Background: an optimization exercise with open tools, aiming at small area, a short achievable clock period and few clock cycles. Do not read the settings as production practice.
RTL that was checked went through simulation tests only; none was proved equivalent to the original.

==> module Data_selector, before the edit <==
module Data_selector(
	input clk,
	input rst,
	input data_collect_finish,
	input [7:0] data_in,
	output reg [7:0] data_out,
	output reg [13:0] read_select,
	output reg [13:0] write_out_se,
	output reg data_process_finish,
	output reg wr_enable
    );
	localparam integer H   = 9;                     
	localparam integer K   = H - 2;                 
	localparam integer R0L = 100 - H;               
	localparam [13:0] DN  = 100;                    
	localparam [13:0] DC  = 1 - 100 * (H - 1);      
	localparam [13:0] DB  = -199;                   
	localparam [13:0] DF  = -100 * (H - 1);         
	localparam [13:0] ALAST = (R0L - K + H - 1) * 100 + 99;
	localparam [13:0] A1  = -201;                   
	localparam [13:0] A2  = 100 * (H - 1) - 102;    
	localparam [13:0] A3  = 98;                     
	localparam [13:0] A5  = 100 * (H - 1) - 101;    
	localparam [13:0] A6  = -100 * K - 101;         
	localparam [13:0] A9  = -200;                   
	localparam [13:0] A10 = 9899;                   
	localparam [13:0] A11 = 100 * (H - 2) - 1;      
	localparam [13:0] A12 = 100 * (H - 2);          
	localparam [6:0] C98 = 7'd46;                   
	localparam [3:0] J7  = 4'd10;                   
	localparam [1:0] S_NONE = 2'd0, S_BLUR = 2'd1, S_COLC = 2'd2, S_ROWC = 2'd3;
	reg running;
	reg p1, p2;                  
	reg [3:0] j;                 
	reg [6:0] c;                 
	reg jl, j2, j1;              
	reg c0, c1, c99, cf;         
	reg bf, bl;                  
	reg [7:0] D [1:2*H-1];       
	reg [9:0] hp;                
	reg [9:0] h1, h2;            
	reg [11:0] q;                
	reg [1:0] src, src1;         
	reg [13:0] aoff, aoff1;      
	wire go = running | (data_collect_finish & ~data_process_finish & ~p1 & ~p2);
	wire [9:0] h0 = hp + {2'b0, data_in};
	wire [11:0] sum = q + {2'b0, h1};
	always @(*) begin
		src = S_NONE;
		aoff = A1;
		if (j2) begin
			if (c0) begin
				if (!bf) begin
					src = S_COLC;
					aoff = jl ? A3 : A6;
				end
			end
			else if (cf) begin
				src = S_COLC;
				aoff = jl ? A10 : A9;
			end
			else begin
				src = c1 ? S_COLC : S_BLUR;
				if (!jl) aoff = A1;
				else if (!c99) aoff = A2;
				else if (bl) aoff = A5;
				else aoff = A3;
			end
		end
		else if (j1) begin
			if (bf && !cf) begin src = S_ROWC; aoff = A9; end
		end
		else begin
			if (cf) begin src = S_ROWC; aoff = A12; end
			else if (bl && !c0) begin src = S_ROWC; aoff = A11; end
		end
	end
	wire [13:0] dsw = !c99 ? DC : bl ? DF : DB;
	wire [13:0] a_row = read_select + DN;
	wire [13:0] a_sw = read_select + dsw;
	always @(posedge clk or posedge rst) begin
		if (rst) begin
			running <= 1'b0;
			p1 <= 1'b0;
			p2 <= 1'b0;
			j <= 4'd1;
			c <= 7'd1;
			jl <= 1'b0;
			j2 <= 1'b0;
			j1 <= 1'b0;
			c0 <= 1'b1;
			c1 <= 1'b0;
			c99 <= 1'b0;
			cf <= 1'b0;
			bf <= 1'b1;
			bl <= 1'b0;
			read_select <= 0;
			src1 <= S_NONE;
			wr_enable <= 1'b0;
			data_process_finish <= 1'b0;
		end
		else begin
			p2 <= p1;
			p1 <= 1'b0;
			src1 <= S_NONE;
			if (go) begin
				src1 <= src;
				running <= 1'b1;
				read_select <= !jl ? a_row : cf ? 14'd0 : a_sw;
				if (!jl) begin
					j <= {j[2:0], j[3] ^ j[2]};
					jl <= (j == J7);
					j2 <= (j != 4'd1);
					j1 <= (j == 4'd1);
				end
				else begin
					j <= 4'd1;
					jl <= 1'b0;
					j2 <= 1'b0;
					j1 <= 1'b0;
					if (cf) begin
						c <= 7'd1;
						c0 <= 1'b1;
						cf <= 1'b0;
						bf <= 1'b1;
						bl <= 1'b0;
						running <= 1'b0;
						p1 <= 1'b1;
					end
					else if (c99) begin
						c99 <= 1'b0;
						if (bl) cf <= 1'b1;
						else begin
							c <= 7'd1;
							c0 <= 1'b1;
							bf <= 1'b0;
							bl <= (read_select == ALAST);
						end
					end
					else begin
						c <= {c[5:0], c[6] ^ c[5]};
						c0 <= 1'b0;
						c1 <= c0;
						c99 <= (c == C98);
					end
				end
			end
			else begin
				read_select <= 0;
				j <= 4'd1;
				c <= 7'd1;
				jl <= 1'b0;
				j2 <= 1'b0;
				j1 <= 1'b0;
				c0 <= 1'b1;
				c1 <= 1'b0;
				c99 <= 1'b0;
				cf <= 1'b0;
				bf <= 1'b1;
				bl <= 1'b0;
			end
			wr_enable <= (src1 != S_NONE);
			if (p2) data_process_finish <= 1'b1;
			else if (!data_collect_finish) data_process_finish <= 1'b0;
		end
	end
	integer k;
	always @(posedge clk) begin
		aoff1 <= aoff;
		D[1] <= data_in;
		for (k = 2; k <= 2 * H - 1; k = k + 1) D[k] <= D[k-1];
		hp <= {2'b0, D[2*H-1]} + {1'b0, D[H-1], 1'b0};
		h1 <= h0;
		h2 <= h1;
		q <= {2'b0, h2} + {1'b0, h1, 1'b0};
		write_out_se <= read_select + aoff1;
		case (src1)
			S_BLUR: data_out <= sum[11:4];
			S_COLC: data_out <= D[H+2];
			default: data_out <= D[2];
		endcase
	end
endmodule
==> flow/config.mk <==
export PLATFORM = sky130hd
export DESIGN_NAME = Data_selector
export DESIGN_NICKNAME = Data_selector
export VERILOG_FILES = /design/flow/design.v
export SDC_FILE = /design/flow/constraint.sdc
export NUM_CORES = 4
export LEC_CHECK = 0
export ABC_AREA = 1
export CAP_MARGIN = 20
export CORE_MARGIN = 2
export CORE_UTILIZATION = 55
export SETUP_SLACK_MARGIN = 3.2
export SLEW_MARGIN = 20
==> flow/constraint.sdc <==
create_clock -name core_clock -period 5.5 [get_ports {clk}]
set_input_delay 1.1000 -clock core_clock [delete_from_list [all_inputs] [get_ports {clk}]]
set_output_delay 1.1000 -clock core_clock [all_outputs]
set_load 0.01 [all_outputs]
standard.sh (not shown) runs the stock make flow with config.mk's settings and CLKGATE_MAP_FILE= SYNTH_SCRIPT=/design/flow/synth_recipe.tcl, a recipe that flattens the netlist after the stock synthesis.
==> flow/flow/run.sh <==
#!/bin/bash
# Standard ORFS layout (the standard.sh), with two changes:
#  - port buffers are the smallest buffer (buf_1) instead of clkdlybuf4s50_1;
#  - clock tree built from clkbuf_8 in clusters of up to 16 sinks, without dummy loads.
set -euo pipefail
bash standard.sh \
  "BUFFER_PORTS_ARGS=-buffer_cell sky130_fd_sc_hd__buf_1" \
  "CTS_ARGS=-sink_clustering_enable -repair_clock_nets -dont_use_dummy_load -buf_list sky130_fd_sc_hd__clkbuf_8 -sink_clustering_size 16 -sink_clustering_max_diameter 50" \
  finish > standard_flow.log 2>&1
Change:
--- a/flow/design.v
+++ b/flow/design.v
@@ -146,20 +146,6 @@
 					end
 				end
 			end
-			else begin
-				read_select <= 0;
-				j <= 4'd1;
-				c <= 7'd1;
-				jl <= 1'b0;
-				j2 <= 1'b0;
-				j1 <= 1'b0;
-				c0 <= 1'b1;
-				c1 <= 1'b0;
-				c99 <= 1'b0;
-				cf <= 1'b0;
-				bf <= 1'b1;
-				bl <= 1'b0;
-			end
 			wr_enable <= (src1 != S_NONE);
 			if (p2) data_process_finish <= 1'b1;
 			else if (!data_collect_finish) data_process_finish <= 1'b0;
What happened: The changed run completed without violations; synthesized area is lower by 1.8%; worst hold slack loses 0.0062 ns; fmax is about the same; non-clock buffer count is lower by 2; setup slack gains 0.0040 ns.
Testbench counts after the change, summed over its fixed seeds: cycles 302,736.
Function not checked in the first run of this note: the RTL went through the layout flow alone.

what the ideal ports hide:
Ports are ideal in the flow. The routed layouts listed here were re-timed in OpenROAD. Step 1 (the two cells are an assumption about what drives the block):
set clk [get_ports {clk}]
set_driving_cell -lib_cell sky130_fd_sc_hd__clkbuf_16 $clk
set_driving_cell -lib_cell sky130_fd_sc_hd__buf_2 [delete_from_list [all_inputs] $clk]
Step 2 adds t to the input delays and takes it off the output delays; t is the mean of the earliest and latest rising clock arrival at the registers after step 1. Input paths then give back, and output paths get back, about the clock's delay inside the block. Three values: ideal ports, drivers, drivers and shift; two values: the first two.
run | shift t [ns] | setup WS [ns] | hold WS [ns] | worst slew at a driven data input, ns | cell pins on the clock port's net
the first run | 0.556 | 3.245 / 3.207 / 2.934 | 0.277 / 0.277 / 0.277 | 0.03 | 1
the second run | 0.552 | 3.249 / 3.208 / 2.886 | 0.271 / 0.271 / 0.271 | 0.05 | 1
After both steps setup and hold are still met in every run listed. For the second run, which loses most, drivers alone change the setup slack by -0.041 ns; drivers and shift together by -0.363 ns.
